Source: an optimization exercise on an open RTL-to-GDS flow (aim: small area). Production flows keep margins and buffers that such runs may drop. Only simulation tests tie the RTL to the original design; equivalence was not proved. Power and IR drop assume default switching activity.

==> module timer_simple, before the edit <==
module timer_simple (
    input clk_in,
    input reset,             
    input [15:0] cnt,
    output reg done);
   wire hit = &{cnt[15:14], cnt[11:5], cnt[2:1]};
   always @(posedge clk_in, posedge reset)
     if (reset)    done <= 1'b0;
     else if (hit) done <= 1'b1;
endmodule
==> module clk_div, before the edit <==
module clk_div (
    input clk_in,
    input reset,             
    output reg [15:0] cnt);
   always @(posedge clk_in, posedge reset)
     if (reset) cnt <= 16'h2fe0;
     else       cnt <= cnt + 16'h0001;
endmodule
==> flow/config.mk <==
export PLATFORM = sky130hd
export DESIGN_NAME = amp_frontend
export DESIGN_NICKNAME = amp_frontend
export VERILOG_FILES = /design/flow/design.v
export SDC_FILE = /design/flow/constraint.sdc
export NUM_CORES = 4
export LEC_CHECK = 0
export CAP_MARGIN = 20
export CORE_MARGIN = 2
export CORE_UTILIZATION = 40
export SLEW_MARGIN = 20
==> flow/constraint.sdc <==
create_clock -name core_clock -period 10.0 [get_ports {clk}]
set_input_delay 2.0000 -clock core_clock [delete_from_list [all_inputs] [get_ports {clk}]]
set_output_delay 2.0000 -clock core_clock [all_outputs]
set_load 0.01 [all_outputs]
standard.sh (not shown) runs the stock make flow with config.mk's settings and CLKGATE_MAP_FILE= SYNTH_SCRIPT=/design/flow/synth_recipe.tcl, a recipe that flattens the netlist after the stock synthesis.
==> flow/flow/run.sh <==
#!/bin/bash
# The standard layout (standard.sh) with three changes:
#  - synthesis maps the logic with an area-oriented ABC recipe (area.abc) and
#    leaves adders to ABC instead of mapping them to adder cells first;
#  - the clock tree is built without dummy load cells;
#  - ports get minimum-size buffers.
# make's output goes to standard.log; each tool's log is in orfs/logs.
set -euo pipefail
W=$PWD
export AREA_ABC_SCRIPT=$W/flow/area.abc
export FLOW_SYNTH_TCL=$W/synth_recipe.tcl
export ADDER_MAP_FILE=
export CTS_ARGS="-sink_clustering_enable -repair_clock_nets -dont_use_dummy_load -buf_list {sky130_fd_sc_hd__clkbuf_4 sky130_fd_sc_hd__clkbuf_8}"
export BUFFER_PORTS_ARGS="-buffer_cell sky130_fd_sc_hd__buf_1"
sed "s#SYNTH_SCRIPT=[^ ]*#SYNTH_SCRIPT=$W/flow/area_synth.tcl#" standard.sh > area_standard.sh
grep -q "SYNTH_SCRIPT=$W/flow/area_synth.tcl" area_standard.sh
bash area_standard.sh > standard.log 2>&1
==> flow/flow/area.abc <==
strash
&get -n
&fraig -x
&put
scorr
dc2
strash
&get -n
&deepsyn -T 30 -S 7
&put
dch -f
amap
==> flow/flow/area_synth.tcl <==
# The standard flow's synthesis script (synth_recipe.tcl, which sources ORFS's synth.tcl)
# with one change: the ABC call uses the area-oriented recipe in area.abc
# instead of ORFS's speed script. Registers are mapped before ABC runs, so
# they are the same as in the standard synthesis.
proc abc {args} {
  set i [lsearch $args -script]
  if {$i >= 0} { lset args [expr {$i + 1}] $::env(AREA_ABC_SCRIPT) }
  yosys abc {*}$args
}
source $::env(FLOW_SYNTH_TCL)
Rerun with:
--- a/flow/design.v
+++ b/flow/design.v
@@ -129,13 +129,13 @@
 endmodule
 module timer_simple (
     input clk_in,
     input reset,             
     input [15:0] cnt,
     output reg done);
-   wire hit = &{cnt[15:14], cnt[11:5], cnt[2:1]};
+   wire hit = &{cnt[15:14], cnt[11:6], cnt[5], !cnt[4], cnt[3:2]};
    always @(posedge clk_in, posedge reset)
      if (reset)    done <= 1'b0;
      else if (hit) done <= 1'b1;
 endmodule
 module amp_state_control (
     input clk_in,
@@ -156,16 +156,26 @@
   assign i2c_active = cnt[15] & !cnt[14] & !done;
   assign i2c_tick = cnt[13:6];
 endmodule
 module clk_div (
     input clk_in,
     input reset,             
-    output reg [15:0] cnt);
+    output [15:0] cnt);
+   reg [9:0] hi;
+   reg [5:0] lo;
+   wire lo_z = (lo[4:0] == 5'b00000);
+   wire wrap = lo[5] & lo_z;
    always @(posedge clk_in, posedge reset)
-     if (reset) cnt <= 16'h2fe0;
-     else       cnt <= cnt + 16'h0001;
+     if (reset) begin
+       hi <= 10'h0bf;
+       lo <= 6'b100100;
+     end else begin
+       lo <= {lo[4:0], lo[5] ^ lo[4] ^ lo_z};
+       if (wrap) hi <= hi + 10'h001;
+     end
+   assign cnt = {hi, lo};
 endmodule
 module amp_i2c_master (
     input [7:0] tick_idx,
     input active,
     output sda,
     output scl);
Result:
- The changed run passed the timing, design-rule and antenna checks
- count of clock-buffer cells in the layout does not change
- clock skew came out higher by 0.014 ns
- synthesized area is lower by 0.44%
- cell area fell by 0.41%
- via count falls by 0.55%
- utilization barely changes
- total power is lower by 20%
- synthesized cell count rises by 0.80%
- cell count went up by 0.61%
- combinational power decreases by 36%
- die area fell by 0.42%
- register-to-register slack is better by 0.70 ns
- setup slack is better by 0.34 ns
- sequential share of layout area grows by 0.24 points

---

== rev 12 ==
Another version of the RTL of amp_frontend (not shown whole).
Size in the first run: roughly 450 cells after synthesis, ~11 I/O pins, roughly 4400 µm² of cells after synthesis.
==> module spdif_decoder, before the edit <==
module spdif_decoder (
    input clk_in,
    input reset,             
    input rx_in,
    output i2s_bck,
    output i2s_ws,
    output i2s_d0,
    output init_st);         
  reg [2:0] corr;
  always @(posedge clk_in, posedge reset)
    if (reset) corr <= 3'b000;
    else       corr <= {corr[1:0], rx_in};
  wire rxedge = corr[2] ^ corr[1];
  wire rxup   = rxedge & corr[1];
  wire rxdown = rxedge & !corr[1];
  reg [7:0] bckcnt;
  reg [7:0] bitlen;
  reg bitedge;
  reg diffnz;
  reg bck_reg;
  reg phase;
  wire bck_hi = ((bckcnt >= 8'd18) & (bckcnt <= 8'd34)) |
                ((bckcnt >= 8'd52) & (bckcnt <= 8'd68)) |
                ((bckcnt >= 8'd86) & (bckcnt <= 8'd102));
  wire flip = ((bckcnt >= 8'd43) & (bckcnt <= 8'd58) & diffnz) |
              ((bckcnt >= 8'd77) & (bckcnt <= 8'd92));
  always @(posedge clk_in, posedge reset)
    if (reset) begin
      bckcnt  <= 8'h00;
      bitlen  <= 8'hff;
      diffnz  <= 1'b0;
      bck_reg <= 1'b0;
      phase   <= 1'b0;
    end else begin
      bitlen  <= bitedge ? 8'h00 : bitlen + 8'h01;
      if (rxup) begin
        bckcnt <= 8'h00;
        diffnz <= 1'b0;
        if (flip) phase <= !phase;
      end else if (rxdown) begin
        diffnz <= (bckcnt != 8'h00);
      end else begin
        bckcnt  <= bckcnt + 8'h01;
        bck_reg <= bck_hi ^ !phase;
      end
    end
  assign i2s_bck = bck_reg;
  wire le20 = bitlen <= 8'd20;
  wire le38 = bitlen <= 8'd38;
  wire lt42 = bitlen <  8'd42;
  wire gt42 = bitlen >  8'd42;
  reg [3:0] st;
  reg [4:0] idx;
  reg ws_reg, d0_reg;
  reg [23:0] bufL, bufR;
  assign i2s_ws = ws_reg;
  assign i2s_d0 = d0_reg;
  localparam [3:0] INIT_ST = 4'd15;
  localparam [3:0] SEARCH_ST = 4'd7;
  localparam [3:0] S0_ST = 4'd1;
  localparam [3:0] B_ST = 4'd14;
  localparam [3:0] B1_ST = 4'd8;
  localparam [3:0] W_ST = 4'd13;
  localparam [3:0] W1_ST = 4'd5;
  localparam [3:0] M_ST = 4'd2;
  localparam [3:0] M1_ST = 4'd0;
  localparam [3:0] X2L_ST = 4'd6;
  localparam [3:0] W2_ST = 4'd4;
  localparam [3:0] F10_ST = 4'd12;
  localparam [3:0] F11_ST = 4'd9;
  localparam [3:0] F0_ST = 4'd11;
  reg [3:0] st_next;
  always @* begin
    st_next = st;
    case (st)
      INIT_ST:   st_next = SEARCH_ST;
      SEARCH_ST: if (bitedge & gt42) st_next = S0_ST;
      S0_ST:     if (bitedge) st_next = le20 ? B_ST : le38 ? W_ST : gt42 ? M_ST : SEARCH_ST;
      B_ST:      if (bitedge & le20) st_next = B1_ST;
      B1_ST:     if (bitedge & !lt42) st_next = X2L_ST;
      W_ST:      if (bitedge & le20) st_next = W1_ST;
      W1_ST:     if (bitedge & !le20 & lt42) st_next = W2_ST;
      M_ST:      if (bitedge & le20) st_next = M1_ST;
      M1_ST:     if (bitedge & le20) st_next = X2L_ST;
      X2L_ST, W2_ST: if (bitedge) st_next = le20 ? F10_ST : F0_ST;
      F10_ST:    if (bitedge & le20) st_next = F11_ST;
      F11_ST, F0_ST: if (bitedge) begin
                   if (le20) st_next = F10_ST;
                   else if (lt42) st_next = F0_ST;
                   else if (gt42) st_next = S0_ST;
                 end
      default:   st_next = SEARCH_ST;
    endcase
  end
  wire init_st_w = (st == INIT_ST);
  wire data_st  = (st == F11_ST) | (st == F0_ST);
  wire sync2_st = (st == X2L_ST) | (st == W2_ST);
  wire w2_st    = (st == W2_ST);
  wire search_st = (st == SEARCH_ST);
  wire newbit   = (st == F11_ST);
  assign init_st = init_st_w;
  wire in24 = idx < 5'd24;
  wire shift = data_st & bitedge & in24;
  always @(posedge clk_in, posedge reset)
    if (reset) begin
      st     <= INIT_ST;
      ws_reg <= 1'b0;
      d0_reg <= 1'b0;
      bufL   <= 24'h0;
      bufR   <= 24'h0;
    end else begin
      st <= st_next;
      if (sync2_st) ws_reg <= w2_st;
      else if (init_st_w | search_st) ws_reg <= 1'b0;
      if (init_st_w) d0_reg <= 1'b0;
      else if (data_st & in24) d0_reg <= ws_reg ? bufL[idx] : bufR[idx];
      if (shift & !ws_reg) bufL <= {bufL[22:0], newbit};
      if (shift & ws_reg)  bufR <= {bufR[22:0], newbit};
    end
  always @(posedge clk_in) begin
    bitedge <= rxedge;
    if (sync2_st) idx <= 5'd0;
    else if (data_st & bitedge) idx <= idx + 5'd1;
  end
endmodule
Settings: LEC_CHECK=0, CAP_MARGIN=20, CORE_MARGIN=2, CORE_UTILIZATION=40, SLEW_MARGIN=20; clock period 10.0 ns.
==> flow/flow/run.sh <==
#!/bin/bash
# The standard layout (standard.sh) with three changes:
#  - synthesis maps the logic with an area-oriented ABC recipe (area.abc,
#    best of a few seeds) and
#    leaves adders to ABC instead of mapping them to adder cells first;
#  - the clock tree is built without dummy load cells;
#  - ports get minimum-size buffers.
# make's output goes to standard.log; each tool's log is in orfs/logs.
set -euo pipefail
W=$PWD
export AREA_ABC_SCRIPT=$W/flow/area.abc
export FLOW_SYNTH_TCL=$W/synth_recipe.tcl
export AREA_ABC_DIR=$W/abc_runs
mkdir -p $AREA_ABC_DIR
export ADDER_MAP_FILE=
export CTS_ARGS="-sink_clustering_enable -repair_clock_nets -dont_use_dummy_load -buf_list {sky130_fd_sc_hd__clkbuf_4 sky130_fd_sc_hd__clkbuf_8}"
export BUFFER_PORTS_ARGS="-buffer_cell sky130_fd_sc_hd__buf_1"
sed "s#SYNTH_SCRIPT=[^ ]*#SYNTH_SCRIPT=$W/flow/area_synth.tcl#" standard.sh > area_standard.sh
grep -q "SYNTH_SCRIPT=$W/flow/area_synth.tcl" area_standard.sh
bash area_standard.sh > standard.log 2>&1
Other scripts of this flow, unchanged in this note and not shown: flow/flow/area.abc, flow/flow/area_synth.tcl
No stage failed in rev 12, and the final checks on the layout all came back clean.
Setup changes, rev 12 to rev 13
--- a/flow/design.v
+++ b/flow/design.v
@@ -24,18 +24,18 @@
                 ((bckcnt >= 8'd86) & (bckcnt <= 8'd102));
   wire flip = ((bckcnt >= 8'd43) & (bckcnt <= 8'd58) & diffnz) |
               ((bckcnt >= 8'd77) & (bckcnt <= 8'd92));
   always @(posedge clk_in, posedge reset)
     if (reset) begin
       bckcnt  <= 8'h00;
-      bitlen  <= 8'hff;
+      bitedge <= 1'b1;
       diffnz  <= 1'b0;
       bck_reg <= 1'b0;
       phase   <= 1'b0;
     end else begin
-      bitlen  <= bitedge ? 8'h00 : bitlen + 8'h01;
+      bitedge <= rxedge;
       if (rxup) begin
         bckcnt <= 8'h00;
         diffnz <= 1'b0;
         if (flip) phase <= !phase;
       end else if (rxdown) begin
         diffnz <= (bckcnt != 8'h00);
@@ -52,26 +52,26 @@
   reg [3:0] st;
   reg [4:0] idx;
   reg ws_reg, d0_reg;
   reg [23:0] bufL, bufR;
   assign i2s_ws = ws_reg;
   assign i2s_d0 = d0_reg;
-  localparam [3:0] INIT_ST = 4'd15;
-  localparam [3:0] SEARCH_ST = 4'd7;
-  localparam [3:0] S0_ST = 4'd1;
-  localparam [3:0] B_ST = 4'd14;
-  localparam [3:0] B1_ST = 4'd8;
-  localparam [3:0] W_ST = 4'd13;
-  localparam [3:0] W1_ST = 4'd5;
-  localparam [3:0] M_ST = 4'd2;
-  localparam [3:0] M1_ST = 4'd0;
-  localparam [3:0] X2L_ST = 4'd6;
-  localparam [3:0] W2_ST = 4'd4;
-  localparam [3:0] F10_ST = 4'd12;
-  localparam [3:0] F11_ST = 4'd9;
-  localparam [3:0] F0_ST = 4'd11;
+  localparam [3:0] INIT_ST = 4'd7;
+  localparam [3:0] SEARCH_ST = 4'd5;
+  localparam [3:0] S0_ST = 4'd12;
+  localparam [3:0] B_ST = 4'd13;
+  localparam [3:0] B1_ST = 4'd1;
+  localparam [3:0] W_ST = 4'd0;
+  localparam [3:0] W1_ST = 4'd3;
+  localparam [3:0] M_ST = 4'd10;
+  localparam [3:0] M1_ST = 4'd2;
+  localparam [3:0] X2L_ST = 4'd9;
+  localparam [3:0] W2_ST = 4'd8;
+  localparam [3:0] F10_ST = 4'd6;
+  localparam [3:0] F11_ST = 4'd4;
+  localparam [3:0] F0_ST = 4'd14;
   reg [3:0] st_next;
   always @* begin
     st_next = st;
     case (st)
       INIT_ST:   st_next = SEARCH_ST;
       SEARCH_ST: if (bitedge & gt42) st_next = S0_ST;
@@ -115,13 +115,13 @@
       if (init_st_w) d0_reg <= 1'b0;
       else if (data_st & in24) d0_reg <= ws_reg ? bufL[idx] : bufR[idx];
       if (shift & !ws_reg) bufL <= {bufL[22:0], newbit};
       if (shift & ws_reg)  bufR <= {bufR[22:0], newbit};
     end
   always @(posedge clk_in) begin
-    bitedge <= rxedge;
+    bitlen <= bitedge ? 8'h00 : bitlen + 8'h01;
     if (sync2_st) idx <= 5'd0;
     else if (data_st & bitedge) idx <= idx + 5'd1;
   end
 endmodule
 module timer_simple (
     input clk_in,
### Flow results
The overall power of the completed layout number comes out lower for rev 13 vs rev 12.
Synthesized area: rev 12 and rev 13 compared, higher one is rev 12
Compared with rev 12, rev 13 has extra setup slack.
Measured against each other, rev 12 and rev 13 differ in via count of the first global-routing pass, the higher figure coming from rev 13.
NOTE: delay contributed by the slowest stage of the critical path in rev 13 falls short of that of rev 12
Route | rev 13 vs rev 12 | wire shorter in rev 13
Compare rev 12 and rev 13 | critical path buffer and inverter count higher: rev 13
Diff rev 12 and rev 13: share of power burned in combinational logic lower in rev 13
Diff rev 12 and rev 13: part of the power in registers higher in rev 12
Summary — effective utilization at floorplan, rev 13 relative to rev 12: lower, by 0.24 points.

==> static timing again, ports no longer ideal <==
Ports are ideal in the flow. The routed layouts listed here were re-timed in OpenROAD.
Step 1 sets driving cells, clkbuf_16 on the clock port and buf_2 on the other inputs (assumed; they add their load-dependent delay and slew).
Step 2 moves the port delays by t, midway between the first and last clock arrival at a register: inputs arrive t later, outputs are due t later. That takes back most of the time a late clock gives input paths.
Three values: ideal, step 1, step 2; two values: the first two.
| run | t (ns) | setup slack, ns | worst hold slack (ns) | worst setup path after step 2 |
|---|---|---|---|---|
| the first run of note 1 | 0.379 | 5.427 / 5.395 / 5.774 | 0.362 / 0.362 / 0.362 | register to output |
| the second run of note 1 | 0.398 | 5.765 / 5.729 / 6.127 | 0.355 / 0.355 / 0.355 | register to output |
| rev 12 | 0.388 | 5.748 / 5.713 / 6.101 | 0.355 / 0.355 / 0.355 | register to output |
| rev 13 | 0.379 | 5.837 / 5.802 / 6.181 | 0.359 / 0.359 / 0.359 | register to output |
After both steps setup and hold are still met in every run listed.
